From an optimization exercise on the open Yosys and OpenROAD flow, aimed at small area; shortcuts taken in it are not production practice. Function was checked by simulation only, so behaviour that the tests miss may differ from the original. Power is estimated from default activity; no workload was simulated.

<file path="flow/constraint.sdc">
create_clock -name core_clock -period 20.0 [get_ports {clk}]
set_input_delay 4.0000 -clock core_clock [delete_from_list [all_inputs] [get_ports {clk}]]
set_output_delay 4.0000 -clock core_clock [all_outputs]
set_load 0.01 [all_outputs]
</file>
<file path="flow/run.sh">
#!/bin/bash
# synth_recipe.tcl (not shown) runs the flow's synth.tcl, then flattens the netlist and writes it again
# the make line also repeats each setting of config.mk as NAME=value (left out here)
make -C /OpenROAD-flow-scripts/flow DESIGN_CONFIG=/design/flow/config.mk WORK_HOME=/design/flow/orfs CLKGATE_MAP_FILE= SYNTH_SCRIPT=/design/flow/synth_recipe.tcl finish
</file>
<file path="flow/design.v">
module ALU(
    input  logic [31:0] op1,
    input  logic [31:0] op2_n,    
    input  logic        sub,      
    input  logic        left,     
    input  logic        arith,    
    output logic [31:0] sum,
    output logic [31:0] p,        
    output logic [31:0] g,        
    output logic [31:0] sh,       
    output logic        lt,
    output logic        ltu
);
logic [31:0] b;
logic        cout;
always_comb b = ~(op2_n ^ {32{sub}});
RippleAdd #(.W(32)) adder(.a(op1), .b(b), .cin(sub), .sum(sum), .cout(cout), .p(p), .g(g));
always_comb begin
    ltu = !cout;
    lt  = (op1[31] ^ !op2_n[31]) ? op1[31] : sum[31];
end
Shifter shifter(.a(op1), .shamt(~op2_n[4:0]), .left(left), .arith(arith), .y(sh));
endmodule
module RippleAdd #(
    parameter W = 32
)(
    input  logic [W-1:0] a,
    input  logic [W-1:0] b,
    input  logic         cin,
    output logic [W-1:0] sum,
    output logic         cout,
    output logic [W-1:0] p,
    output logic [W-1:0] g
);
    logic [W:0] c;
    assign c[0] = cin;
    assign cout = c[W];
    genvar i;
    generate
        for (i = 0; i < W; i++) begin : g_bit
            HalfAdd pg(.a(a[i]), .b(b[i]), .s(p[i]), .c(g[i]));
            Ao21 cy(.a1(p[i]), .a2(c[i]), .b1(g[i]), .x(c[i+1]));
            Xor2 sx(.a(p[i]), .b(c[i]), .y(sum[i]));
        end
    endgenerate
endmodule
module HalfAdd(input logic a, b, output logic s, c);
    assign s = a ^ b;
    assign c = a & b;
endmodule
module Ao21(input logic a1, a2, b1, output logic x);
    assign x = (a1 & a2) | b1;
endmodule
module Xor2(input logic a, b, output logic y);
    assign y = a ^ b;
endmodule
module Shifter(
    input  logic [31:0] a,
    input  logic [4:0]  shamt,
    input  logic        left,
    input  logic        arith,
    output logic [31:0] y
);
    logic [31:0] x [0:5];
    logic [4:0]  s_0, s_r, s_l;
    logic        fill, fill_n;
    always_comb begin
        fill   = arith & a[31] & !left;
        fill_n = !fill;
        for (int k = 0; k < 5; k++) begin
            s_0[k] = !shamt[k];
            s_r[k] = shamt[k] & !left;
            s_l[k] = shamt[k] & left;
        end
    end
    assign x[0] = a;
    genvar k, i;
    generate
        for (k = 0; k < 5; k++) begin : g_lvl
            localparam int N = 1 << k;
            wire f = (k % 2 == 1) ? fill_n : fill;
            for (i = 0; i < 32; i++) begin : g_bit
                wire hi = (i + N < 32) ? x[k][(i + N) % 32] : f;
                if (i >= N) begin : g3
                    Aoi3 u(.s0(s_0[k]), .d0(x[k][i]), .s1(s_r[k]), .d1(hi),
                           .s2(s_l[k]), .d2(x[k][i - N]), .y(x[k+1][i]));
                end else if (k % 2 == 0) begin : g2
                    Aoi2 u(.s0(s_0[k]), .d0(x[k][i]), .s1(s_r[k]), .d1(hi), .y(x[k+1][i]));
                end else begin : g2n
                    Aoi221 u(.s0(s_0[k]), .d0(x[k][i]), .s1(s_r[k]), .d1(hi), .c(s_l[k]), .y(x[k+1][i]));
                end
            end
        end
    endgenerate
    assign y = ~x[5];
endmodule
module Aoi221(input logic s0, d0, s1, d1, c, output logic y);
    assign y = !((s0 & d0) | (s1 & d1) | c);
endmodule
module BranchUnit(
    input  logic [2:0]  f3,
    input  logic [31:0] diff,
    input  logic        lt,
    input  logic        ltu,
    output logic        cond
);
logic eq;
always_comb begin
    eq   = diff == 32'd0;
    cond = (f3[2] ? (f3[1] ? ltu : lt) : eq) ^ f3[0];
end
endmodule
module CSRUnit(
    input  logic        rst_n,
    input  logic        en,         
    input  logic [11:0] addr,
    input  logic [2:0]  f3,
    input  logic [4:0]  rs1_field,
    input  logic [31:0] rs1_data,
    output logic [5:0]  rsel,       
    input  logic [31:0] data,       
    output logic [5:0]  w,          
    output logic [5:0]  w_n,
    output logic [31:0] wdata
);
logic        hit, wen, m_src, m_rs, m_rc;
logic [31:0] src;
always_comb begin
    hit = en && addr[11:8] == 4'hc && addr[6:2] == 5'd0 && addr[1:0] != 2'b11;
    rsel[0] = hit && !addr[7] && addr[1:0] == 2'd0;
    rsel[1] = hit && !addr[7] && addr[1:0] == 2'd1;
    rsel[2] = hit && !addr[7] && addr[1:0] == 2'd2;
    rsel[3] = hit &&  addr[7] && addr[1:0] == 2'd0;
    rsel[4] = hit &&  addr[7] && addr[1:0] == 2'd1;
    rsel[5] = hit &&  addr[7] && addr[1:0] == 2'd2;
    wen = f3[1:0] == 2'b01 || (f3[1] && rs1_field != 5'd0);
    for (int k = 0; k < 6; k++) begin
        w[k]   = !rst_n || (wen && rsel[k]);
        w_n[k] = !w[k];
    end
    m_src = rst_n && (f3[1:0] == 2'b01 || f3[1:0] == 2'b10);
    m_rs  = rst_n && f3[1:0] == 2'b10;
    m_rc  = rst_n && f3[1:0] == 2'b11;
    src = f3[2] ? {27'b0, rs1_field} : rs1_data;
    wdata = (src & {32{m_src}}) | (data & {32{m_rs}}) | (data & ~src & {32{m_rc}});
end
endmodule
module IntegerRegisters(
    input  logic        clk,
    input  logic [4:0]  rs1_addr,
    input  logic [4:0]  rs2_addr,
    output logic [31:0] rs1_data,
    output logic [31:0] rs2_data,
    input  logic [4:0]  rd_addr,
    input  logic [31:0] rd_data,
    input  logic        rd_en
);
    logic [30:0] we, we_n, sel1, sel2;
    logic [31:0] q [1:31];
    always_comb begin
        for (int r = 1; r < 32; r++) begin
            we[r-1]   = rd_en && rd_addr == r[4:0];
            we_n[r-1] = !we[r-1];
            sel1[r-1] = rs1_addr == r[4:0];
            sel2[r-1] = rs2_addr == r[4:0];
        end
    end
    genvar r, b;
    generate
        for (r = 1; r < 32; r++) begin : g_word
            RegWord word(.clk(clk), .we(we[r-1]), .we_n(we_n[r-1]), .d(rd_data), .q(q[r]));
        end
        for (b = 0; b < 32; b++) begin : g_bit
            logic [30:0] col;
            for (r = 1; r < 32; r++) begin : g_col
                assign col[r-1] = q[r][b];
            end
            AndOr #(.N(31)) rd1(.s(sel1), .d(col), .y(rs1_data[b]));
            AndOr #(.N(31)) rd2(.s(sel2), .d(col), .y(rs2_data[b]));
        end
    endgenerate
endmodule
module RegWord(
    input  logic        clk,
    input  logic        we,
    input  logic        we_n,
    input  logic [31:0] d,
    output logic [31:0] q
);
    always_ff@(posedge clk)
        q <= (d & {32{we}}) | (q & {32{we_n}});
endmodule
module AndOr #(
    parameter N = 3
)(
    input  logic [N-1:0] s,
    input  logic [N-1:0] d,
    output logic         y
);
    localparam K = (N + 2) / 3;
    logic [K-1:0] g_n;
    genvar k;
    generate
        for (k = 0; k < K; k++) begin : g_grp
            if (3*k + 2 < N) begin : g3
                Aoi3 u(.s0(s[3*k]), .d0(d[3*k]), .s1(s[3*k+1]), .d1(d[3*k+1]),
                       .s2(s[3*k+2]), .d2(d[3*k+2]), .y(g_n[k]));
            end else if (3*k + 1 < N) begin : g2
                Aoi2 u(.s0(s[3*k]), .d0(d[3*k]), .s1(s[3*k+1]), .d1(d[3*k+1]), .y(g_n[k]));
            end else begin : g1
                Nand2 u(.a(s[3*k]), .b(d[3*k]), .y(g_n[k]));
            end
        end
    endgenerate
    NandN #(.N(K)) red(.a(g_n), .y(y));
endmodule
module Aoi3(input logic s0, d0, s1, d1, s2, d2, output logic y);
    assign y = !((s0 & d0) | (s1 & d1) | (s2 & d2));
endmodule
module Aoi2(input logic s0, d0, s1, d1, output logic y);
    assign y = !((s0 & d0) | (s1 & d1));
endmodule
module Nand2(input logic a, b, output logic y);
    assign y = !(a & b);
endmodule
module NandN #(
    parameter N = 2
)(
    input  logic [N-1:0] a,
    output logic         y
);
    assign y = !(&a);
endmodule
module LoadStoreUnit(
    input  logic        is_load,
    input  logic [2:0]  f3,
    input  logic [1:0]  addr,      
    input  logic [31:0] wdata,     
    input  logic [31:0] r_data,
    output logic [31:0] w_data,
    output logic [3:0]  w_strb,
    output logic [3:0]  s_b,       
    output logic        s_h1,      
    output logic        s_h3,      
    output logic        s_x8,      
    output logic        s_w,       
    output logic        s_x16,     
    output logic        sign
);
logic byte_op, half_op, word_op;
logic [3:0] lane;    
always_comb begin
    byte_op = !f3[1] && !f3[0];
    half_op = f3[0];
    word_op = f3[1];
    lane = 4'b0001 << addr;
    w_data[7:0]   = wdata[7:0];
    w_data[15:8]  = byte_op ? wdata[7:0] : wdata[15:8];
    w_data[23:16] = word_op ? wdata[23:16] : wdata[7:0];
    w_data[31:24] = word_op ? wdata[31:24] : (half_op ? wdata[15:8] : wdata[7:0]);
    if (word_op)
        w_strb = 4'b1111;
    else if (half_op)
        w_strb = addr[1] ? 4'b1100 : 4'b0011;
    else
        w_strb = lane;
    s_b[0] = is_load && (word_op || (half_op && !addr[1]) || (byte_op && lane[0]));
    s_b[1] = is_load && byte_op && lane[1];
    s_b[2] = is_load && ((half_op && addr[1]) || (byte_op && lane[2]));
    s_b[3] = is_load && byte_op && lane[3];
    s_h1   = is_load && (word_op || (half_op && !addr[1]));
    s_h3   = is_load && half_op && addr[1];
    s_x8   = is_load && byte_op;
    s_w    = is_load && word_op;
    s_x16  = is_load && !word_op;
    sign   = !f3[2] && (((byte_op && lane[0]) && r_data[7]) ||
                        ((byte_op && lane[1]) || (half_op && !addr[1])) && r_data[15] ||
                        ((byte_op && lane[2]) && r_data[23]) ||
                        ((byte_op && lane[3]) || (half_op && addr[1])) && r_data[31]);
end
endmodule
module SysTimer(
    input  logic        clk,
    input  logic        rst_n,
    input  logic [5:0]  rsel,
    output logic [31:0] data,
    input  logic [5:0]  w,
    input  logic [5:0]  w_n,
    input  logic [31:0] wdata
);
logic [6:0]  tick;
logic [31:0] cnt [0:5];
logic        c_cycle, c_time, c_instret, unused0, unused1, unused2;
always_ff@(posedge clk)
    tick <= rst_n ? tick + 7'd1 : 7'd0;
Counter32 cycle   (.clk(clk), .cin(1'b1),      .w(w[0]), .w_n(w_n[0]), .wd(wdata), .q(cnt[0]), .cout(c_cycle));
Counter32 time_lo (.clk(clk), .cin(&tick),     .w(w[1]), .w_n(w_n[1]), .wd(wdata), .q(cnt[1]), .cout(c_time));
Counter32 instret (.clk(clk), .cin(1'b1),      .w(w[2]), .w_n(w_n[2]), .wd(wdata), .q(cnt[2]), .cout(c_instret));
Counter32 cycleh  (.clk(clk), .cin(c_cycle),   .w(w[3]), .w_n(w_n[3]), .wd(wdata), .q(cnt[3]), .cout(unused0));
Counter32 timeh   (.clk(clk), .cin(c_time),    .w(w[4]), .w_n(w_n[4]), .wd(wdata), .q(cnt[4]), .cout(unused1));
Counter32 instreth(.clk(clk), .cin(c_instret), .w(w[5]), .w_n(w_n[5]), .wd(wdata), .q(cnt[5]), .cout(unused2));
genvar b;
generate
    for (b = 0; b < 32; b++) begin : g_rd
        AndOr #(.N(6)) rd(.s(rsel), .d({cnt[5][b], cnt[4][b], cnt[3][b], cnt[2][b], cnt[1][b], cnt[0][b]}), .y(data[b]));
    end
endgenerate
endmodule
module Counter32(
    input  logic        clk,
    input  logic        cin,
    input  logic        w,
    input  logic        w_n,
    input  logic [31:0] wd,
    output logic [31:0] q,
    output logic        cout
);
    logic [32:0] c;
    logic [31:0] s, d;
    assign c[0] = cin;
    assign cout = c[32];
    genvar i;
    generate
        for (i = 0; i < 32; i++) begin : g_bit
            HalfAdd inc(.a(q[i]), .b(c[i]), .s(s[i]), .c(c[i+1]));
            Ao22 mx(.a1(wd[i]), .a2(w), .b1(s[i]), .b2(w_n), .x(d[i]));
        end
    endgenerate
    always_ff@(posedge clk)
        q <= d;
endmodule
module Ao22(input logic a1, a2, b1, b2, output logic x);
    assign x = (a1 & a2) | (b1 & b2);
endmodule
module Decoder(
    input  logic [31:0] inst,
    output logic        is_lui,
    output logic        is_auipc,
    output logic        is_jal,
    output logic        is_jalr,
    output logic        is_branch,
    output logic        is_load,
    output logic        is_store,
    output logic        is_alu,      
    output logic        is_system,
    output logic        rd_en,
    output logic        alu_sub,
    output logic        op2_reg,     
    output logic        op2_i,       
    output logic        op2_s,       
    output logic [31:0] imm_pc       
);
wire [4:0] opc = inst[6:2];
wire [2:0] f3  = inst[14:12];
always_comb begin
    is_lui    = opc == 5'b01101;
    is_auipc  = opc == 5'b00101;
    is_jal    = opc == 5'b11011;
    is_jalr   = opc == 5'b11001;
    is_branch = opc == 5'b11000;
    is_load   = opc == 5'b00000;
    is_store  = opc == 5'b01000;
    is_alu    = opc == 5'b00100 || opc == 5'b01100;
    is_system = opc == 5'b11100;
    rd_en     = !(is_branch || is_store || opc == 5'b00011);
    op2_reg   = opc == 5'b01100 || is_branch;
    alu_sub   = is_branch ||
                (is_alu && f3[2:1] == 2'b01) ||
                (opc == 5'b01100 && f3 == 3'b000 && inst[30]);
    op2_s     = is_store;
    op2_i     = !op2_reg && !is_store && !is_lui;
    if (is_branch)
        imm_pc = {{20{inst[31]}}, inst[7], inst[30:25], inst[11:8], 1'b0};
    else if (is_jal)
        imm_pc = {{12{inst[31]}}, inst[19:12], inst[20], inst[30:21], 1'b0};
    else
        imm_pc = {inst[31:12], 12'b0};
end
endmodule
module Core#
(
    parameter RST_INST_ADDR = 32'h0
)(
    input  logic        clk,
    input  logic        rst_n,
    output logic [31:0] inst_bus_addr,
    output logic        inst_bus_valid,
    input  logic [31:0] inst_bus_data,
    output logic [31:0] data_rbus_addr,
    output logic        data_rbus_valid,
    input  logic [31:0] data_rbus_data,
    output logic [31:0] data_wbus_addr,
    output logic [31:0] data_wbus_data,
    output logic [3:0]  data_wbus_strb,
    output logic        data_wbus_valid
);
logic [31:0] pc;
logic [31:0] inst;
always_comb begin
    inst_bus_addr  = pc;
    inst           = inst_bus_data;
    inst_bus_valid = 1'b1;
end
logic        is_lui, is_auipc, is_jal, is_jalr, is_branch, is_load, is_store;
logic        is_alu, is_system, rd_en, alu_sub, op2_reg, op2_i, op2_s;
logic [31:0] imm_pc;
Decoder decoder(
    .inst(inst),
    .is_lui(is_lui),
    .is_auipc(is_auipc),
    .is_jal(is_jal),
    .is_jalr(is_jalr),
    .is_branch(is_branch),
    .is_load(is_load),
    .is_store(is_store),
    .is_alu(is_alu),
    .is_system(is_system),
    .rd_en(rd_en),
    .alu_sub(alu_sub),
    .op2_reg(op2_reg),
    .op2_i(op2_i),
    .op2_s(op2_s),
    .imm_pc(imm_pc)
);
wire [2:0] f3 = inst[14:12];
logic [4:0]  rs1_addr;
logic [31:0] rs1_data, rs2_data, rd_data;
assign rs1_addr = is_lui ? 5'd0 : inst[19:15];
IntegerRegisters integer_registers(
    .clk(clk),
    .rs1_addr(rs1_addr),
    .rs2_addr(inst[24:20]),
    .rs1_data(rs1_data),
    .rs2_data(rs2_data),
    .rd_addr(inst[11:7]),
    .rd_data(rd_data),
    .rd_en(rd_en)
);
logic [31:0] op2_n;
wire op2_is = op2_i || op2_s;
genvar i;
generate
    for (i = 0; i < 32; i++) begin : g_op2
        if (i < 5) begin : g_lo
            Aoi3 u(.s0(op2_reg), .d0(rs2_data[i]), .s1(op2_i), .d1(inst[20+i]),
                   .s2(op2_s), .d2(inst[7+i]), .y(op2_n[i]));
        end else if (i < 11) begin : g_mid
            Aoi2 u(.s0(op2_reg), .d0(rs2_data[i]), .s1(op2_is), .d1(inst[20+i]), .y(op2_n[i]));
        end else if (i == 11) begin : g_11
            Aoi2 u(.s0(op2_reg), .d0(rs2_data[i]), .s1(op2_is), .d1(inst[31]), .y(op2_n[i]));
        end else begin : g_hi
            Aoi3 u(.s0(op2_reg), .d0(rs2_data[i]), .s1(op2_is), .d1(inst[31]),
                   .s2(is_lui), .d2(inst[i]), .y(op2_n[i]));
        end
    end
endgenerate
logic [31:0] alu_sum, alu_p, alu_g, alu_sh;
logic        lt, ltu;
ALU alu(
    .op1(rs1_data),
    .op2_n(op2_n),
    .sub(alu_sub),
    .left(!f3[2]),
    .arith(inst[30]),
    .sum(alu_sum),
    .p(alu_p),
    .g(alu_g),
    .sh(alu_sh),
    .lt(lt),
    .ltu(ltu)
);
logic br_cond;
BranchUnit br_unit(
    .f3(f3),
    .diff(alu_sum),
    .lt(lt),
    .ltu(ltu),
    .cond(br_cond)
);
logic [31:0] pc4, pc_imm;
logic [31:2] c4;
logic        unused_c;
assign pc4[1:0] = pc[1:0];
assign pc_imm[0] = pc[0];
generate
    for (i = 2; i < 32; i++) begin : g_pc4
        if (i < 31) begin : g_c
            HalfAdd inc(.a(pc[i]), .b(i == 2 ? 1'b1 : c4[i]), .s(pc4[i]), .c(c4[i+1]));
        end else begin : g_l
            Xor2 inc(.a(pc[i]), .b(c4[i]), .y(pc4[i]));
        end
    end
endgenerate
logic [31:1] pci_p, pci_g;
RippleAdd #(.W(31)) pc_adder(.a(pc[31:1]), .b(imm_pc[31:1]), .cin(1'b0),
                             .sum(pc_imm[31:1]), .cout(unused_c), .p(pci_p), .g(pci_g));
logic [5:0]  st_rsel, st_w, st_w_n;
logic [31:0] st_data, st_wdata;
CSRUnit csr_unit(
    .rst_n(rst_n),
    .en(is_system),
    .addr(inst[31:20]),
    .f3(f3),
    .rs1_field(inst[19:15]),
    .rs1_data(rs1_data),
    .rsel(st_rsel),
    .data(st_data),
    .w(st_w),
    .w_n(st_w_n),
    .wdata(st_wdata)
);
SysTimer sys_timer(
    .clk(clk),
    .rst_n(rst_n),
    .rsel(st_rsel),
    .data(st_data),
    .w(st_w),
    .w_n(st_w_n),
    .wdata(st_wdata)
);
logic [3:0] s_b;
logic       s_h1, s_h3, s_x8, s_w, s_x16, ld_sign;
LoadStoreUnit ld_st_unit(
    .is_load(is_load),
    .f3(f3),
    .addr(alu_sum[1:0]),
    .wdata(rs2_data),
    .r_data(data_rbus_data),
    .w_data(data_wbus_data),
    .w_strb(data_wbus_strb),
    .s_b(s_b),
    .s_h1(s_h1),
    .s_h3(s_h3),
    .s_x8(s_x8),
    .s_w(s_w),
    .s_x16(s_x16),
    .sign(ld_sign)
);
always_comb begin
    data_rbus_valid = is_load;
    data_rbus_addr  = alu_sum;
    data_wbus_valid = is_store;
    data_wbus_addr  = alu_sum;
end
logic s_sum, s_x, s_g, s_sh, s_slt, s_sltu, s_pci, s_pc4, s_csr;
always_comb begin
    s_sum  = is_lui || (is_alu && f3 == 3'b000);
    s_x    = is_alu && (f3 == 3'b100 || f3 == 3'b110);
    s_g    = is_alu && (f3 == 3'b110 || f3 == 3'b111);
    s_sh   = is_alu && f3[1:0] == 2'b01;
    s_slt  = is_alu && f3 == 3'b010;
    s_sltu = is_alu && f3 == 3'b011;
    s_pci  = is_auipc;
    s_pc4  = is_jal || is_jalr;
    s_csr  = is_system;
end
wire [6:0] s_com = {s_sum, s_x, s_g, s_sh, s_pci, s_pc4, s_csr};
generate
    for (i = 0; i < 32; i++) begin : g_wb
        wire [6:0] d_com = {alu_sum[i], alu_p[i], alu_g[i], alu_sh[i],
                            pc_imm[i], pc4[i], st_data[i]};
        if (i == 0) begin : g_b0
            AndOr #(.N(13)) wb(.s({s_com, s_b, s_slt, s_sltu}),
                               .d({d_com, data_rbus_data[24], data_rbus_data[16],
                                   data_rbus_data[8], data_rbus_data[0], lt, ltu}),
                               .y(rd_data[i]));
        end else if (i < 8) begin : g_b
            AndOr #(.N(11)) wb(.s({s_com, s_b}),
                               .d({d_com, data_rbus_data[i+24], data_rbus_data[i+16],
                                   data_rbus_data[i+8], data_rbus_data[i]}),
                               .y(rd_data[i]));
        end else if (i < 16) begin : g_h
            AndOr #(.N(10)) wb(.s({s_com, s_h1, s_h3, s_x8}),
                               .d({d_com, data_rbus_data[i], data_rbus_data[i+16], ld_sign}),
                               .y(rd_data[i]));
        end else begin : g_w
            AndOr #(.N(9)) wb(.s({s_com, s_w, s_x16}),
                               .d({d_com, data_rbus_data[i], ld_sign}),
                               .y(rd_data[i]));
        end
    end
endgenerate
logic s_j, s_t, s_4;
logic [31:0] pc_d;
always_comb begin
    s_j = rst_n && is_jalr;
    s_t = rst_n && !is_jalr && (is_jal || (is_branch && br_cond));
    s_4 = rst_n && !is_jalr && !(is_jal || (is_branch && br_cond));
end
generate
    for (i = 0; i < 32; i++) begin : g_pc
        AndOr #(.N(3)) nx(.s({s_j, s_t, s_4}), .d({alu_sum[i], pc_imm[i], pc4[i]}), .y(pc_d[i]));
    end
endgenerate
always_ff@(posedge clk)
    pc <= pc_d;
endmodule
</file>
<file path="flow/config.mk">
export PLATFORM = sky130hd
export DESIGN_NAME = Core
export DESIGN_NICKNAME = Core
export VERILOG_FILES = /design/flow/design.v
export SDC_FILE = /design/flow/constraint.sdc
export NUM_CORES = 4
export LEC_CHECK = 0
export CAP_MARGIN = 20
export CORE_MARGIN = 2
export CORE_UTILIZATION = 55
export CTS_BUF_LIST = sky130_fd_sc_hd__clkbuf_16
export CTS_CLUSTER_DIAMETER = 90
export CTS_CLUSTER_SIZE = 22
export SLEW_MARGIN = 20
export SYNTH_HIERARCHICAL = 1
export SYNTH_MINIMUM_KEEP_SIZE = 0
</file>
==> impl_metrics.csv, run 1 <==
group,metric,value,unit
route,dr.first_iter.drc_count,13514,
floorplanning,ios,201,
grt,grt_pass1_vias,52291,
layout,design_area,64100,um2
power,pwr_density_cell,78.2,nW/um2
logic_synthesis,yosys_warnings,21,
power,p_leak,26.1,nW
grt,grt_util_met2,69.1,%
grt,grt_usage,47.6,%
layout,nNetsFinal,5711,
route,drtAntennaViolNets,0,
worst_setup_path,slowest_stage,"or3_1",
layout,area_growth_syn_to_layout,9.30,%
worst_setup_path,cpMostUsedCell,"a21o_1",
hold_path,min-delay-path-class,"register to register",
route,num_vias,56903,
timing,fin_skew,0.0327,ns
worst_setup_path,cp_max_fo,23,
flow_run,cap_violations,0,
floorplanning,rows,119,
timing,timing.fmax,0.0515,GHz
timing,min_period,19.43,ns
grt,grtUsageMet1,58.2,%
power,ir_drop,71.6,uV
grt,use_met3,16.4,%
route,viasPerCell,8.41,
worst_setup_path,end_kind,"output port",
clock_tree,cts_tree,"yes",
timing,fin_ws,0.572,ns
timing,slew_headroom,11.4,%
grt,grt_start_max_net_pins,45,
placement,port-buffer-count,197,
floorplanning,dieHeight,330,um
placement,gp_congestion,1.05,
clock_tree,clk_latency,0.70,ns
clock_tree,numCtsBuffers,67,
timing,tns,0,ns
clock_tree,cts_max_level,3,
worst_setup_path,worstPathRequired,16.00,ns
grt,grt_pass1_wl,381000,um
timing,hold_viol_final,0,
placement,hpwl,178000,um
clock_tree,cts_sinks,1223,
grt,grt_overflow,0,
route,wl_per_cell,40.1,um
floorplanning,start_util,55.6,%
route,route.detailed.drc,0,
timing,tightest_slew,1.33,ns
run_status,status,"complete, no violations",
timing,setup_viol_count_final,0,
worst_setup_path,crit_type,"input port to output port",
logic_synthesis,avgSynthCellArea,11.4,um2
clock_tree,cts_root_buf,"clkbuf_16",
floorplanning,fp.dieW,330,um
grt,grt_busiest_layer,"met2",
placement,placed_cell_area,62000,um2
layout,num-fill-cells,8795,
logic_synthesis,syn-cell-area,58600,um2
clock_tree,holdBufCountCts,0,
layout,layout-drive-gt1-share,11.1,%
worst_setup_path,arrival,15.43,ns
clock_tree,cts_buffer_depth,3,
clock_tree,cts_resized,0,
grt,antenna_found_initial,27,
worst_setup_path,crit_path_start_kind,"input port",
timing,period_share,97.1,%
route,drt_wl_total,271000,um
floorplanning,fp.dieArea,109000,um2
clock_tree,clk_pin_slew,0.08,ns
route,first_pass_iters,17,
worst_setup_path,slowest_delay,0.78,ns
floorplanning,core-area,105000,um2
logic_synthesis,syn_inst,5137,
timing,finalMaxSlewViolations,0,
placement,dp_slack,1.09,ns
timing,rsz0062_at_grt,"false",
clock_tree,post_cts_buffers,0,
-- path summary, 6_finish.rpt --
path | start | end | slack [ns] | cells after the start
worst max-delay path | inst_bus_data[6] | data_wbus_addr[29] | 0.57 | 40
worst max register to register | sys_timer.tick[0] | sys_timer.timeh.q[31] | 6.63 | 68
worst min-delay path | sys_timer.tick[0] | sys_timer.tick[0] | 0.48 | 1
worst min register to register | sys_timer.tick[0] | sys_timer.tick[0] | 0.48 | 1
-- layout by cell type, fill, tap and decap left out, types with 10 or more instances in the layout --
| master | n |
|---|---|
| nand2_1 | 146 |
| a22oi_2 | 35 |
| a22o_2 | 67 |
| nor2b_1 | 43 |
| xor2_1 | 66 |
| o21ai_0 | 37 |
| or3_1 | 69 |
| a221oi_2 | 10 |
| clkbuf_16 | 67 |
| clkdlybuf4s50_1 | 195 |
| and2_1 | 20 |
| ha_1 | 287 |
| xnor2_1 | 32 |
| nand3_1 | 82 |
| dfxtp_1 | 1223 |
| nor2_4 | 73 |
| mux2_1 | 17 |
| inv_1 | 83 |
| a21o_1 | 83 |
| diode_2 | 10 |
| nand4_1 | 147 |
| a222oi_1 | 987 |
| nor2_2 | 28 |
| a22o_1 | 1154 |
| buf_4 | 217 |
| nand2_2 | 10 |
-- per-layer routing --
layer | routed length, um | vias up
met5 | 331 | -
met4 | 24900 | 22
met2 | 111000 | 5092
met3 | 40400 | 1122
met1 | 94600 | 27494
li1 | - | 23173
-- layout make-up --
class / count / area (um2) / area share [%]
multi-input combinational: 3556 / 31900 / 49.8
sequential: 1223 / 24500 / 38.2
timing repair buffer: 426 / 3800 / 5.93
tap: 1391 / 1740 / 2.72
clock buffer: 67 / 1680 / 2.62
inverter: 84 / 320 / 0.500
clock inverter: 11 / 129 / 0.201
antenna: 10 / 25.0 / 0.0391
-- power breakdown --
part	internal [mW]	switching (mW)	total [mW]
Clock	0.615	0.849	1.46
Sequential	2.59	0.124	2.71
Combinational	0.308	0.523	0.831
-- metrics by stage --
stage          utilization, %  power, mW  hold WS (ns)  std cells
6_report                 60.8       5.01         0.476       6768
5_1_grt                  60.7       5.13         0.518       6760
4_1_cts                  60.5       4.96         0.488       6746
3_5_place_dp             58.8       3.54         0.455       6668
3_3_place_gp             58.8       3.53         0.436       6668
2_1_floorplan               -       3.18         0.421       5140
-- critical path: cells and delay by family --
family	cells	cell delay, ns
xor+xnor	1	0.58
fa+ha+maj	1	0.46
buf+inv	3	1.68
simple gates	7	2.99
compound gates	28	5.66
-- state kept, by name, summed over array words and instances, names as in the netlist --
signal                           cells
sys_timer.instret.q                 32
integer_registers.g_word.word.q    992
sys_timer.tick                       7
sys_timer.instreth.q                32
sys_timer.time_lo.q                 32
pc                                  32
sys_timer.cycleh.q                  32
sys_timer.timeh.q                   32
sys_timer.cycle.q                   32
==> run 2: changes to the inputs <==
--- a/flow/design.v
+++ b/flow/design.v
@@ -148,6 +148,8 @@
 module IntegerRegisters(
     input  logic        clk,
     input  logic [4:0]  rs1_addr,
+    input  logic        rs1_pc,      
+    input  logic [31:0] pc,
     input  logic [4:0]  rs2_addr,
     output logic [31:0] rs1_data,
     output logic [31:0] rs2_data,
@@ -157,16 +159,32 @@
 );
     logic [30:0] we, we_n, sel1, sel2;
     logic [31:0] q [1:31];
+    logic [3:0] w_hi, w_hi_n, r1_hi_n, r2_hi_n;
+    logic [7:0] w_lo, w_lo_n, r1_lo_n, r2_lo_n;
     always_comb begin
-        for (int r = 1; r < 32; r++) begin
-            we[r-1]   = rd_en && rd_addr == r[4:0];
-            we_n[r-1] = !we[r-1];
-            sel1[r-1] = rs1_addr == r[4:0];
-            sel2[r-1] = rs2_addr == r[4:0];
+        for (int k = 0; k < 4; k++) begin
+            w_hi[k]    = rd_en && rd_addr[4:3] == k[1:0];
+            w_hi_n[k]  = !w_hi[k];
+            r1_hi_n[k] = rs1_addr[4:3] != k[1:0];
+            r2_hi_n[k] = rs2_addr[4:3] != k[1:0];
+        end
+        for (int k = 0; k < 8; k++) begin
+            w_lo[k]    = rd_addr[2:0] == k[2:0];
+            w_lo_n[k]  = !w_lo[k];
+            r1_lo_n[k] = rs1_addr[2:0] != k[2:0];
+            r2_lo_n[k] = rs2_addr[2:0] != k[2:0];
         end
     end
     genvar r, b;
     generate
+        for (r = 1; r < 32; r++) begin : g_dec
+            Nor2  dw (.a(w_hi_n[r/8]),  .b(w_lo_n[r%8]),  .y(we[r-1]));
+            Nand2 dwn(.a(w_hi[r/8]),    .b(w_lo[r%8]),    .y(we_n[r-1]));
+            Nor2  d1 (.a(r1_hi_n[r/8]), .b(r1_lo_n[r%8]), .y(sel1[r-1]));
+            Nor2  d2 (.a(r2_hi_n[r/8]), .b(r2_lo_n[r%8]), .y(sel2[r-1]));
+        end
+    endgenerate
+    generate
         for (r = 1; r < 32; r++) begin : g_word
             RegWord word(.clk(clk), .we(we[r-1]), .we_n(we_n[r-1]), .d(rd_data), .q(q[r]));
         end
@@ -175,7 +193,7 @@
             for (r = 1; r < 32; r++) begin : g_col
                 assign col[r-1] = q[r][b];
             end
-            AndOr #(.N(31)) rd1(.s(sel1), .d(col), .y(rs1_data[b]));
+            AndOr #(.N(32)) rd1(.s({rs1_pc, sel1}), .d({pc[b], col}), .y(rs1_data[b]));
             AndOr #(.N(31)) rd2(.s(sel2), .d(col), .y(rs2_data[b]));
         end
     endgenerate
@@ -220,6 +238,9 @@
 module Aoi2(input logic s0, d0, s1, d1, output logic y);
     assign y = !((s0 & d0) | (s1 & d1));
 endmodule
+module Nor2(input logic a, b, output logic y);
+    assign y = !(a | b);
+endmodule
 module Nand2(input logic a, b, output logic y);
     assign y = !(a & b);
 endmodule
@@ -347,8 +368,7 @@
     output logic        alu_sub,
     output logic        op2_reg,     
     output logic        op2_i,       
-    output logic        op2_s,       
-    output logic [31:0] imm_pc       
+    output logic        op2_s        
 );
 wire [4:0] opc = inst[6:2];
 wire [2:0] f3  = inst[14:12];
@@ -368,13 +388,7 @@
                 (is_alu && f3[2:1] == 2'b01) ||
                 (opc == 5'b01100 && f3 == 3'b000 && inst[30]);
     op2_s     = is_store;
-    op2_i     = !op2_reg && !is_store && !is_lui;
-    if (is_branch)
-        imm_pc = {{20{inst[31]}}, inst[7], inst[30:25], inst[11:8], 1'b0};
-    else if (is_jal)
-        imm_pc = {{12{inst[31]}}, inst[19:12], inst[20], inst[30:21], 1'b0};
-    else
-        imm_pc = {inst[31:12], 12'b0};
+    op2_i     = !op2_reg && !is_store && !is_lui && !is_auipc && !is_jal;
 end
 endmodule
 module Core#
@@ -419,16 +433,18 @@
     .alu_sub(alu_sub),
     .op2_reg(op2_reg),
     .op2_i(op2_i),
-    .op2_s(op2_s),
-    .imm_pc(imm_pc)
+    .op2_s(op2_s)
 );
 wire [2:0] f3 = inst[14:12];
 logic [4:0]  rs1_addr;
 logic [31:0] rs1_data, rs2_data, rd_data;
-assign rs1_addr = is_lui ? 5'd0 : inst[19:15];
+wire rs1_pc = is_auipc || is_jal;
+assign rs1_addr = (is_lui || rs1_pc) ? 5'd0 : inst[19:15];
 IntegerRegisters integer_registers(
     .clk(clk),
     .rs1_addr(rs1_addr),
+    .rs1_pc(rs1_pc),
+    .pc(pc),
     .rs2_addr(inst[24:20]),
     .rs1_data(rs1_data),
     .rs2_data(rs2_data),
@@ -437,20 +453,31 @@
     .rd_en(rd_en)
 );
 logic [31:0] op2_n;
-wire op2_is = op2_i || op2_s;
 genvar i;
+wire op2_ij  = op2_i || is_jal;
+wire op2_is  = op2_i || op2_s;
+wire op2_isj = op2_is || is_jal;
+wire op2_u   = is_lui || is_auipc;
+wire op2_uj  = op2_u || is_jal;
 generate
     for (i = 0; i < 32; i++) begin : g_op2
-        if (i < 5) begin : g_lo
-            Aoi3 u(.s0(op2_reg), .d0(rs2_data[i]), .s1(op2_i), .d1(inst[20+i]),
+        if (i == 0) begin : g_0
+            Aoi3 u(.s0(op2_reg), .d0(rs2_data[i]), .s1(op2_i), .d1(inst[20]),
+                   .s2(op2_s), .d2(inst[7]), .y(op2_n[i]));
+        end else if (i < 5) begin : g_lo
+            Aoi3 u(.s0(op2_reg), .d0(rs2_data[i]), .s1(op2_ij), .d1(inst[20+i]),
                    .s2(op2_s), .d2(inst[7+i]), .y(op2_n[i]));
         end else if (i < 11) begin : g_mid
-            Aoi2 u(.s0(op2_reg), .d0(rs2_data[i]), .s1(op2_is), .d1(inst[20+i]), .y(op2_n[i]));
+            Aoi2 u(.s0(op2_reg), .d0(rs2_data[i]), .s1(op2_isj), .d1(inst[20+i]), .y(op2_n[i]));
         end else if (i == 11) begin : g_11
-            Aoi2 u(.s0(op2_reg), .d0(rs2_data[i]), .s1(op2_is), .d1(inst[31]), .y(op2_n[i]));
-        end else begin : g_hi
             Aoi3 u(.s0(op2_reg), .d0(rs2_data[i]), .s1(op2_is), .d1(inst[31]),
-                   .s2(is_lui), .d2(inst[i]), .y(op2_n[i]));
+                   .s2(is_jal), .d2(inst[20]), .y(op2_n[i]));
+        end else if (i < 20) begin : g_j
+            Aoi3 u(.s0(op2_reg), .d0(rs2_data[i]), .s1(op2_is), .d1(inst[31]),
+                   .s2(op2_uj), .d2(inst[i]), .y(op2_n[i]));
+        end else begin : g_hi
+            Aoi3 u(.s0(op2_reg), .d0(rs2_data[i]), .s1(op2_isj), .d1(inst[31]),
+                   .s2(op2_u), .d2(inst[i]), .y(op2_n[i]));
         end
     end
 endgenerate
@@ -492,6 +519,7 @@
     end
 endgenerate
 logic [31:1] pci_p, pci_g;
+assign imm_pc = {{20{inst[31]}}, inst[7], inst[30:25], inst[11:8], 1'b0};
 RippleAdd #(.W(31)) pc_adder(.a(pc[31:1]), .b(imm_pc[31:1]), .cin(1'b0),
                              .sum(pc_imm[31:1]), .cout(unused_c), .p(pci_p), .g(pci_g));
 logic [5:0]  st_rsel, st_w, st_w_n;
@@ -542,39 +570,38 @@
     data_wbus_valid = is_store;
     data_wbus_addr  = alu_sum;
 end
-logic s_sum, s_x, s_g, s_sh, s_slt, s_sltu, s_pci, s_pc4, s_csr;
+logic s_sum, s_x, s_g, s_sh, s_slt, s_sltu, s_pc4, s_csr;
 always_comb begin
-    s_sum  = is_lui || (is_alu && f3 == 3'b000);
+    s_sum  = is_lui || is_auipc || (is_alu && f3 == 3'b000);
     s_x    = is_alu && (f3 == 3'b100 || f3 == 3'b110);
     s_g    = is_alu && (f3 == 3'b110 || f3 == 3'b111);
     s_sh   = is_alu && f3[1:0] == 2'b01;
     s_slt  = is_alu && f3 == 3'b010;
     s_sltu = is_alu && f3 == 3'b011;
-    s_pci  = is_auipc;
     s_pc4  = is_jal || is_jalr;
     s_csr  = is_system;
 end
-wire [6:0] s_com = {s_sum, s_x, s_g, s_sh, s_pci, s_pc4, s_csr};
+wire [5:0] s_com = {s_sum, s_x, s_g, s_sh, s_pc4, s_csr};
 generate
     for (i = 0; i < 32; i++) begin : g_wb
-        wire [6:0] d_com = {alu_sum[i], alu_p[i], alu_g[i], alu_sh[i],
-                            pc_imm[i], pc4[i], st_data[i]};
+        wire [5:0] d_com = {alu_sum[i], alu_p[i], alu_g[i], alu_sh[i],
+                            pc4[i], st_data[i]};
         if (i == 0) begin : g_b0
-            AndOr #(.N(13)) wb(.s({s_com, s_b, s_slt, s_sltu}),
+            AndOr #(.N(12)) wb(.s({s_com, s_b, s_slt, s_sltu}),
                                .d({d_com, data_rbus_data[24], data_rbus_data[16],
                                    data_rbus_data[8], data_rbus_data[0], lt, ltu}),
                                .y(rd_data[i]));
         end else if (i < 8) begin : g_b
-            AndOr #(.N(11)) wb(.s({s_com, s_b}),
+            AndOr #(.N(10)) wb(.s({s_com, s_b}),
                                .d({d_com, data_rbus_data[i+24], data_rbus_data[i+16],
                                    data_rbus_data[i+8], data_rbus_data[i]}),
                                .y(rd_data[i]));
         end else if (i < 16) begin : g_h
-            AndOr #(.N(10)) wb(.s({s_com, s_h1, s_h3, s_x8}),
+            AndOr #(.N(9)) wb(.s({s_com, s_h1, s_h3, s_x8}),
                                .d({d_com, data_rbus_data[i], data_rbus_data[i+16], ld_sign}),
                                .y(rd_data[i]));
         end else begin : g_w
-            AndOr #(.N(9)) wb(.s({s_com, s_w, s_x16}),
+            AndOr #(.N(8)) wb(.s({s_com, s_w, s_x16}),
                                .d({d_com, data_rbus_data[i], ld_sign}),
                                .y(rd_data[i]));
         end
@@ -583,9 +610,9 @@
 logic s_j, s_t, s_4;
 logic [31:0] pc_d;
 always_comb begin
-    s_j = rst_n && is_jalr;
-    s_t = rst_n && !is_jalr && (is_jal || (is_branch && br_cond));
-    s_4 = rst_n && !is_jalr && !(is_jal || (is_branch && br_cond));
+    s_j = rst_n && (is_jalr || is_jal);
+    s_t = rst_n && is_branch && br_cond;
+    s_4 = rst_n && !(is_jalr || is_jal) && !(is_branch && br_cond);
 end
 generate
     for (i = 0; i < 32; i++) begin : g_pc
==> flow/flow/run.sh (new file) <==
#!/bin/bash
# Standard ORFS layout with three changes: combinational cells start at their
# smallest size after floorplan (repair sizes them up where needed), ports
# are buffered with buf_1, and CTS inserts no dummy loads.
set -euo pipefail
W=$PWD
bash standard.sh \
  POST_FLOORPLAN_TCL="$W/flow/downsize.tcl" \
  BUFFER_PORTS_ARGS="-buffer_cell sky130_fd_sc_hd__buf_1" \
  CTS_ARGS="-sink_clustering_enable -repair_clock_nets -dont_use_dummy_load -buf_list sky130_fd_sc_hd__clkbuf_16 -sink_clustering_size 24 -sink_clustering_max_diameter 85" \
  finish > "$W/standard_flow.log" 2>&1
==> flow/flow/downsize.tcl (new file) <==
# Put every combinational cell at the smallest drive strength of its
# function; the later repair steps size up whatever timing or slew needs.
set dont_use_pat {*probe* *lpflow* *clkdlybuf* *dlygate* *dlymetal*}
set by_base [dict create]
foreach lib [[ord::get_db] getLibs] {
  foreach cell [$lib getMasters] {
    set name [$cell getName]
    if {[regexp {^(sky130_fd_sc_hd__[a-z0-9]+)_([0-9]+)$} $name -> base sz]} {
      dict lappend by_base $base $name
    }
  }
}
set block [ord::get_db_block]
set db [ord::get_db]
set changed 0
foreach inst [$block getInsts] {
  set m [$inst getMaster]
  set name [$m getName]
  if {![regexp {^(sky130_fd_sc_hd__[a-z0-9]+)_([0-9]+)$} $name -> base sz]} { continue }
  if {[regexp {df|dl|tap|fill|decap|conb|clkbuf|clkinv|diode} $base]} { continue }
  if {![dict exists $by_base $base]} { continue }
  set best $name
  set best_area [expr {[$m getWidth] * [$m getHeight]}]
  foreach cand [dict get $by_base $base] {
    set skip 0
    foreach p $dont_use_pat { if {[string match $p $cand]} { set skip 1 } }
    if {$skip} { continue }
    set cm [$db findMaster $cand]
    if {$cm == "NULL"} { continue }
    set a [expr {[$cm getWidth] * [$cm getHeight]}]
    if {$a < $best_area} { set best $cand; set best_area $a }
  }
  if {$best ne $name} {
    replace_cell [$inst getName] $best
    incr changed
  }
}
puts "downsize: $changed cells changed"
==> flow/standard.sh (new file) <==
#!/bin/bash
# synth_recipe.tcl (not shown) runs the flow's synth.tcl, then flattens the netlist and writes it again
# the make line also repeats each setting of config.mk as NAME=value (left out here)
make -C /OpenROAD-flow-scripts/flow DESIGN_CONFIG=/design/flow/config.mk WORK_HOME=/design/flow/orfs CLKGATE_MAP_FILE= SYNTH_SCRIPT=/design/flow/synth_recipe.tcl "${@:-finish}"
==> flow/config.mk (replaced) <==
export PLATFORM = sky130hd
export DESIGN_NAME = Core
export DESIGN_NICKNAME = Core
export VERILOG_FILES = /design/flow/design.v
export SDC_FILE = /design/flow/constraint.sdc
export NUM_CORES = 4
export LEC_CHECK = 0
export CAP_MARGIN = 10
export CORE_MARGIN = 2
export CORE_UTILIZATION = 60
export CTS_BUF_LIST = sky130_fd_sc_hd__clkbuf_16
export CTS_CLUSTER_DIAMETER = 85
export CTS_CLUSTER_SIZE = 24
export SLEW_MARGIN = 10
export SYNTH_HIERARCHICAL = 1
export SYNTH_MINIMUM_KEEP_SIZE = 0
removed: flow/run.sh
==> impl_metrics.csv, run 2 <==
group,metric,value,unit
hold_path,hold_depth,1,
clock_tree,cts_tree,"yes",
route,wl_per_cell,40.7,um
worst_setup_path,cp_max_fo,32,
worst_setup_path,slowest_delay,0.72,ns
worst_setup_path,r2r_start,"sys_timer.tick[0]",
floorplanning,fp.dieArea,99900,um2
run_status,status,"complete, no violations",
grt,grt_usage,51.1,%
power,p_leak,24.9,nW
hold_path,min-delay-start,"sys_timer.tick[0]",
timing,tns,0,ns
power,p_clk_share,27.3,%
layout,layout-drive-gt1-share,7.58,%
worst_setup_path,crit_type,"input port to output port",
timing,rsz0062_at_grt,"false",
worst_setup_path,worstSetupStartpoint,"inst_bus_data[24]",
worst_setup_path,cpMostUsedCell,"a21o_1",
grt,grt_pass1_vias,51350,
route,viasPerCell,8.68,
layout,seq_area,24500,um2
clock_tree,numCtsBuffers,60,
timing,hold_viol_final,0,
power,p_comb_share,16.5,%
grt,grt_overflow,0,
layout,area_growth_syn_to_layout,5.09,%
clock_tree,cts_buffer_depth,3,
clock_tree,clk_latency,0.74,ns
layout,final_util,63.6,%
worst_setup_path,rr_worst_depth,68,
floorplanning,dieHeight,316,um
placement,gp_congestion,1.05,
hold_path,holdPathEnd,"sys_timer.tick[0]",
floorplanning,start_util,60.5,%
grt,grt_start_max_net_pins,47,
timing,tightest_slew,1.33,ns
logic_synthesis,yosys_warnings,21,
floorplanning,ios,201,
layout,top_register,"integer_registers.g_word.word.q",
floorplanning,fp.dieW,316,um
layout,nNetsFinal,5647,
layout,multi_input_area,31100,um2
grt,antenna_found_initial,46,
power,pwr_density_cell,79.4,nW/um2
route,route.detailed.drc,0,
floorplanning,rows,114,
timing,min_period,18.64,ns
placement,hpwl,172000,um
power,seq_power_share,56.2,%
power,p_sw,1.48,mW
clock_tree,post_cts_buffers,0,
timing,slew_headroom,11.1,%
flow_run,cap_violations,0,
clock_tree,holdBufCountCts,0,
timing,timing.fmax,0.0537,GHz
grt,grt_pass1_wl,374000,um
power,p_sw_share,30.4,%
layout,mostFrequentLayoutCells,"1,223 x dfxtp_1, 1,216 x a22o_1, 972 x a222oi_1",
logic_synthesis,syn_inst,5077,
clock_tree,cts_resized,0,
worst_setup_path,slowest_stage,"nand2b_1",
worst_setup_path,crit_path_start_kind,"input port",
worst_setup_path,arrival,14.64,ns
worst_setup_path,worstPathRequired,16.00,ns
route,num_vias,57228,
layout,largest_reg_flops,992,
worst_setup_path,r2r_slack,6.51,ns
clock_tree,cts_max_level,2,
route,drtAntennaViolNets,0,
power,p_int,3.39,mW
hold_path,min-delay-path-class,"register to register",
clock_tree,cts_sinks,1223,
route,drt_wl_total,268000,um
clock_tree,clk_pin_slew,0.08,ns
timing,finalMaxSlewViolations,0,
worst_setup_path,end_kind,"output port",
logic_synthesis,avgSynthCellArea,11.5,um2
clock_tree,cts_root_buf,"clkbuf_16",
placement,port-buffer-count,197,
route,first_pass_iters,14,
timing,period_share,93.2,%
power,ir_drop,79.1,uV
floorplanning,core-area,96600,um2
logic_synthesis,syn-cell-area,58400,um2
layout,final_common_cell,"dfxtp_1",
timing,setup_viol_count_final,0,
timing,fin_skew,0.0887,ns
route,dr.first_iter.drc_count,16333,
worst_setup_path,r2r_end,"sys_timer.timeh.q[31]",
layout,num-fill-cells,7917,
==> run 2: worst max path at each step <==
stage,to,slack (ns),cells after the start
after CTS,data_wbus_addr[31],1.71,46
after global routing,data_wbus_addr[31],1.10,46
final,data_rbus_addr[30],1.36,41
after floorplan,data_wbus_addr[31],2.37,44
after detailed placement,data_wbus_addr[31],1.78,46
after global placement,data_wbus_addr[31],1.75,46
==> run 2: per-stage QoR <==
stage	worst slack [ns]	total power [mW]	hold slack [ns]	instance area [um2]	cells
final	1.36	4.87	0.449	61400	6595
after global routing	1.10	4.97	0.490	61400	6572
after CTS	1.71	4.80	0.451	61300	6566
after detailed placement	1.78	3.53	0.439	59800	6506
after global placement	1.75	3.51	0.432	59800	6506
after floorplan	2.37	3.23	0.421	58500	5080
==> run 2: routing by layer <==
metal / share of wire (%) / vias to the layer above / track usage (%)
li1: - / 22973 / -
met1: 34 / 27519 / 62.4
met2: 40 / 5421 / 71.6
met3: 17 / 1285 / 21.7
met4: 9.6 / 30 / 37.2
met5: 0.089 / - / 0.142
==> run 2: area by class of cell <==
type                            count  area share [%]
Antenna cell                       27           0.110
Tap cell                         1276            2.60
Timing Repair Buffer              410            3.83
Clock buffer                       60            2.44
Multi-Input combinational cell   3517            50.6
Inverter                           82           0.501
Sequential cell                  1223            39.9
==> run 2: worst max-delay path, delay by kind of cell <==
family | cells | cell delay [ns]
adders and majority gates | 1 | 0.34
buffers and inverters | 3 | 1.21
AOI/OAI and AO/OA | 31 | 6.59
and+or+nand+nor | 4 | 1.75
xor gates and xnor gates | 2 | 0.70
==> run 2: power groups by stage <==
stage / sequential, mW / clock (mW) / combinational, mW
3_5_place_dp: 2.78 / 0 / 0.747
4_1_cts: 2.73 / 1.32 / 0.750
5_1_grt: 2.75 / 1.40 / 0.818
6_report: 2.74 / 1.33 / 0.804
2_1_floorplan: 2.75 / 0 / 0.486
3_3_place_gp: 2.78 / 0 / 0.736
==> run 3: changes to the inputs <==
--- a/flow/config.mk
+++ b/flow/config.mk
@@ -6,11 +6,14 @@
 export NUM_CORES = 4
 export LEC_CHECK = 0
 export CAP_MARGIN = 10
+export CELL_PAD_IN_SITES_DETAIL_PLACEMENT = 1
+export CELL_PAD_IN_SITES_GLOBAL_PLACEMENT = 1
 export CORE_MARGIN = 2
-export CORE_UTILIZATION = 60
+export CORE_UTILIZATION = 45
 export CTS_BUF_LIST = sky130_fd_sc_hd__clkbuf_16
 export CTS_CLUSTER_DIAMETER = 85
 export CTS_CLUSTER_SIZE = 24
+export PLACE_DENSITY = 0.55
 export SLEW_MARGIN = 10
 export SYNTH_HIERARCHICAL = 1
 export SYNTH_MINIMUM_KEEP_SIZE = 0
==> impl_metrics.csv, run 3 <==
group,metric,value,unit
clock_tree,cts_buffer_depth,3,
grt,grt_usage,42.6,%
floorplanning,ios,201,
route,drt_wl_total,296000,um
floorplanning,fp.dieW,364,um
floorplanning,core-area,129000,um2
grt,grt_pass1_vias,53293,
route,num_vias,57018,
clock_tree,clk_latency,0.74,ns
clock_tree,post_cts_buffers,0,
floorplanning,rows,132,
layout,mostFrequentLayoutCells,"1,223 x dfxtp_1, 1,216 x a22o_1, 972 x a222oi_1",
worst_setup_path,cp_max_fo,18,
worst_setup_path,crit_path_start_kind,"input port",
floorplanning,dieHeight,364,um
layout,final_common_cell,"dfxtp_1",
layout,fin_cells,7060,
layout,nNetsFinal,5638,
timing,slew_headroom,9.56,%
timing,fin_skew,0.123,ns
timing,min_period,19.40,ns
logic_synthesis,avgSynthCellArea,11.5,um2
floorplanning,start_util,45.3,%
worst_setup_path,crit_type,"input port to output port",
clock_tree,clk_pin_slew,0.09,ns
timing,setup_viol_count_final,0,
logic_synthesis,syn-cell-area,58400,um2
route,wl_per_cell,41.9,um
layout,top_register,"integer_registers.g_word.word.q",
worst_setup_path,slowest_stage,"nor3_2",
timing,finalMaxSlewViolations,0,
grt,antenna_found_initial,48,
placement,gp_congestion,1.01,
power,p_leak,25.0,nW
route,first_pass_iters,12,
timing,whs,0.457,ns
grt,grt_pass1_wl,410000,um
placement,hpwl,194000,um
timing,hold_viol_final,0,
worst_setup_path,cpMostUsedCell,"a21o_1",
flow_run,cap_violations,0,
timing,period_share,97.0,%
placement,dp_cells,6955,
grt,grt_start_max_net_pins,47,
worst_setup_path,worstPathRequired,16.00,ns
worst_setup_path,end_kind,"output port",
placement,dp_slack,0.949,ns
route,route.detailed.drc,0,
route,drtAntennaViolNets,0,
clock_tree,holdBufCountCts,0,
floorplanning,fp.dieArea,133000,um2
logic_synthesis,syn_inst,5077,
grt,grt_overflow,0,
clock_tree,cts_sinks,1223,
clock_tree,cts_tree,"yes",
worst_setup_path,rr_worst_depth,68,
layout,design_area,62300,um2
route,viasPerCell,8.08,
placement,port-buffer-count,197,
timing,tns,0,ns
layout,area_growth_syn_to_layout,6.54,%
worst_setup_path,arrival,15.40,ns
timing,tightest_slew,1.36,ns
layout,num-fill-cells,13790,
clock_tree,numCtsBuffers,68,
layout,layout-drive-gt1-share,8.14,%
timing,fin_ws,0.597,ns
route,dr.first_iter.drc_count,11821,
clock_tree,cts_max_level,3,
worst_setup_path,slowest_delay,0.84,ns
clock_tree,cts_resized,0,
power,pwr_density_cell,80.4,nW/um2
layout,largest_reg_flops,992,
hold_path,hold_depth,1,
clock_tree,cts_root_buf,"clkbuf_16",
hold_path,min-delay-path-class,"register to register",
timing,timing.fmax,0.0515,GHz
power,ir_drop,77.0,uV
run_status,status,"complete, no violations",
placement,placed_cell_area,60500,um2
timing,rsz0062_at_grt,"false",
logic_synthesis,yosys_warnings,21,
==> run 3: where the power goes <==
group | total (mW) | internal [mW] | switching [mW]
combinational | 0.794 | 0.257 | 0.537
sequential | 2.74 | 2.60 | 0.141
clock | 1.47 | 0.609 | 0.863
==> run 3: area by class of cell <==
cell class | instances | area [um2] | area share, %
diodes | 35 | 87.6 | 0.141
clock buffers | 68 | 1700 | 2.73
inverters | 82 | 308 | 0.494
multi-input cells | 3517 | 31300 | 50.3
flip-flops and latches | 1223 | 24500 | 39.3
well taps | 1742 | 2180 | 3.50
repair buffers | 393 | 2210 | 3.55
==> run 3: metrics by stage <==
stage	util, %	total power, mW
2_1_floorplan	-	3.23
3_3_place_gp	46.8	3.52
3_5_place_dp	46.8	3.54
4_1_cts	48.1	4.97
5_1_grt	48.2	5.14
6_report	48.2	5.01
==> run 3: per-layer routing <==
| layer | track usage (%) | share of wire [%] |
|---|---|---|
| met2 | 61.9 | 42 |
| met1 | 55.5 | 38 |
| met4 | 29.0 | 7.6 |
| met5 | 0 | 0.026 |
| met3 | 10.6 | 12 |
==> run 3: path summary, 6_finish.rpt <==
| check | startpoint | end | slack (ns) |
|---|---|---|---|
| min | sys_timer.tick[0] | sys_timer.tick[0] | 0.46 |
| min reg2reg | sys_timer.tick[0] | sys_timer.tick[0] | 0.46 |
| max reg2reg | sys_timer.tick[0] | sys_timer.timeh.q[31] | 6.54 |
| max | inst_bus_data[4] | data_rbus_addr[31] | 0.60 |
==> run 3: critical path, delay by kind of cell <==
kind	cells	cell delay [ns]
xor+xnor	1	0.45
compound gates	31	6.07
simple gates	8	3.47
fa+ha+maj	1	0.45
buf+inv	4	0.91
==> run 4: changes to the inputs <==
--- a/flow/flow/run.sh
+++ b/flow/flow/run.sh
@@ -7,5 +7,5 @@
 bash standard.sh \
   POST_FLOORPLAN_TCL="$W/flow/downsize.tcl" \
   BUFFER_PORTS_ARGS="-buffer_cell sky130_fd_sc_hd__buf_1" \
-  CTS_ARGS="-sink_clustering_enable -repair_clock_nets -dont_use_dummy_load -buf_list sky130_fd_sc_hd__clkbuf_16 -sink_clustering_size 24 -sink_clustering_max_diameter 85" \
+  CTS_ARGS="-sink_clustering_enable -repair_clock_nets -dont_use_dummy_load -buf_list sky130_fd_sc_hd__clkbuf_16 -sink_clustering_size 26 -sink_clustering_max_diameter 90" \
   finish > "$W/standard_flow.log" 2>&1
==> flow/config.mk (replaced) <==
export PLATFORM = sky130hd
export DESIGN_NAME = Core
export DESIGN_NICKNAME = Core
export VERILOG_FILES = /design/flow/design.v
export SDC_FILE = /design/flow/constraint.sdc
export NUM_CORES = 4
export LEC_CHECK = 0
export CAP_MARGIN = 5
export CELL_PAD_IN_SITES_DETAIL_PLACEMENT = 1
export CELL_PAD_IN_SITES_GLOBAL_PLACEMENT = 1
export CORE_MARGIN = 2
export CORE_UTILIZATION = 50
export CTS_BUF_LIST = sky130_fd_sc_hd__clkbuf_16
export CTS_CLUSTER_DIAMETER = 90
export CTS_CLUSTER_SIZE = 26
export PLACE_DENSITY = 0.55
export SLEW_MARGIN = 5
export SYNTH_HIERARCHICAL = 1
export SYNTH_MINIMUM_KEEP_SIZE = 0
==> impl_metrics.csv, run 4 <==
group,metric,value,unit
run_status,status,"complete, no violations",
layout,area_growth_syn_to_layout,5.38,%
route,num_vias,57154,
clock_tree,cts_tree,"yes",
floorplanning,core-area,116000,um2
placement,hpwl,188000,um
worst_setup_path,slowest_delay,0.63,ns
route,route.detailed.drc,0,
route,first_pass_iters,17,
timing,rsz0062_at_grt,"false",
layout,num-fill-cells,12336,
power,p_int,3.36,mW
grt,grt_overflow,0,
worst_setup_path,slowest_stage,"or3_1",
power,p_clk_share,27.0,%
clock_tree,post_cts_buffers,0,
power,ir_drop,74.6,uV
layout,nNetsFinal,5623,
clock_tree,clk_latency,0.75,ns
placement,dp_slack,1.61,ns
worst_setup_path,cpMostUsedCell,"a21o_1",
clock_tree,cts_root_buf,"clkbuf_16",
floorplanning,rows,125,
worst_setup_path,cp_max_fo,19,
logic_synthesis,syn_inst,5077,
floorplanning,ios,201,
layout,final_common_cell,"dfxtp_1",
layout,layout-drive-gt1-share,7.23,%
timing,tightest_slew,1.44,ns
grt,grt_pass1_vias,54277,
power,p_leak,24.8,nW
timing,setup_viol_count_final,0,
clock_tree,cts_max_level,2,
timing,finalMaxSlewViolations,0,
clock_tree,cts_buffer_depth,3,
placement,gp_congestion,1.03,
power,p_comb_share,16.5,%
timing,tns,0,ns
clock_tree,numCtsBuffers,56,
timing,fin_ws,1.28,ns
layout,final_util,53.1,%
route,drt_wl_total,290000,um
timing,hold_viol_final,0,
worst_setup_path,crit_type,"input port to output port",
timing,period_share,93.6,%
layout,largest_reg_flops,992,
clock_tree,holdBufCountCts,0,
clock_tree,cts_sinks,1223,
floorplanning,start_util,50.4,%
power,p_sw_share,30.9,%
grt,grt_usage,45.9,%
placement,port-buffer-count,197,
power,pwr_density_cell,78.8,nW/um2
power,seq_power_share,56.5,%
timing,whs,0.447,ns
route,drtAntennaViolNets,0,
route,wl_per_cell,42.4,um
flow_run,cap_violations,0,
floorplanning,dieHeight,346,um
timing,min_period,18.72,ns
logic_synthesis,syn-cell-area,58400,um2
layout,mostFrequentLayoutCells,"1,223 x dfxtp_1, 1,216 x a22o_1, 972 x a222oi_1",
floorplanning,fp.dieArea,120000,um2
route,dr.first_iter.drc_count,12867,
logic_synthesis,yosys_warnings,21,
hold_path,min-delay-path-class,"register to register",
logic_synthesis,avgSynthCellArea,11.5,um2
clock_tree,cts_resized,0,
power,p_sw,1.50,mW
floorplanning,fp.dieW,346,um
clock_tree,clk_pin_slew,0.08,ns
route,viasPerCell,8.37,
layout,top_register,"integer_registers.g_word.word.q",
worst_setup_path,crit_path_start_kind,"input port",
worst_setup_path,arrival,14.72,ns
timing,timing.fmax,0.0534,GHz
grt,grt_start_max_net_pins,47,
grt,antenna_found_initial,38,
timing,fin_skew,0.112,ns
worst_setup_path,worstPathRequired,16.00,ns
grt,grt_pass1_wl,406000,um
timing,slew_headroom,3.59,%
worst_setup_path,end_kind,"output port",
## run 4: final timing paths
kind,from,to,slack (ns),cells past startpoint
worst max-delay path,inst_bus_data[4],data_wbus_addr[31],1.28,45
worst min-delay path,sys_timer.tick[0],sys_timer.tick[0],0.45,1
worst max register to register,sys_timer.tick[0],sys_timer.timeh.q[31],6.60,68
worst min register to register,sys_timer.tick[0],sys_timer.tick[0],0.45,1
## run 4: stage by stage
stage | std cells | power, mW | area, um2
after floorplan | 5080 | 3.23 | 58500
after global placement | 6736 | 3.52 | 60100
after detailed placement | 6736 | 3.54 | 60100
after CTS | 6792 | 4.81 | 61500
after global routing | 6809 | 4.98 | 61500
final | 6829 | 4.85 | 61600
## run 4: power groups by stage
stage               clock [mW]  combinational [mW]  sequential, mW
floorplan                    0               0.486            2.75
global placement             0               0.740            2.78
detailed placement           0               0.756            2.79
CTS                       1.32               0.760            2.73
global route              1.40               0.818            2.76
finish                    1.31               0.801            2.74
## run 4: per-layer routing
layer	routed length (um)	track usage [%]	share of wire, %	up-vias
li1	-	-	-	22950
met1	106000	57.7	36	28795
met2	120000	67.4	42	4467
met3	40600	14.2	14	924
met4	23200	30.8	8.0	18
met5	111	0	0.038	-
## run 4: area by class of cell
type | count | area (um2) | share of cell area, %
repair buffers | 390 | 2190 | 3.56
flip-flops and latches | 1223 | 24500 | 39.8
inverters | 82 | 308 | 0.500
diodes | 37 | 92.6 | 0.150
well taps | 1524 | 1910 | 3.10
multi-input cells | 3517 | 31200 | 50.7
clock buffers | 56 | 1400 | 2.28
## run 4: worst max-delay path: cells and delay by family
family,cells,cell delay [ns]
and+or+nand+nor,9,2.89
xor gates and xnor gates,1,0.35
AOI/OAI and AO/OA,30,6.02
adders and majority gates,1,0.42
buffers and inverters,4,0.98

re-timing with driven ports:
Ports are ideal in the flow. The routed layouts listed here were re-timed in OpenROAD. Step 1 sets driving cells, clkbuf_16 on the clock port and buf_2 on the other inputs (assumed; they add their load-dependent delay and slew). Step 2, shift: input delay + t, output delay - t, t = (earliest + latest rising clock arrival at the registers) / 2. This alone moves slack from input paths to output paths. a / b / c = ideal / step 1 / step 2; a / b = the first two.
run | t, ns | setup slack, ns | worst slew at a driven data input, ns | cell pins on the clock port's net
run 1 | 0.764 | 0.572 / 0.541 / 0.541 | 0.07 | 1
run 2 | 0.768 | 1.364 / 1.331 / 1.331 | 0.11 | 1
run 3 | 0.752 | 0.597 / 0.551 / 0.551 | 0.05 | 1
run 4 | 0.775 | 1.280 / 1.255 / 1.255 | 0.16 | 1
After both steps setup and hold are still met in every run listed. For run 3, which loses most, drivers alone change the setup slack by -0.046 ns; drivers and shift together by -0.046 ns.
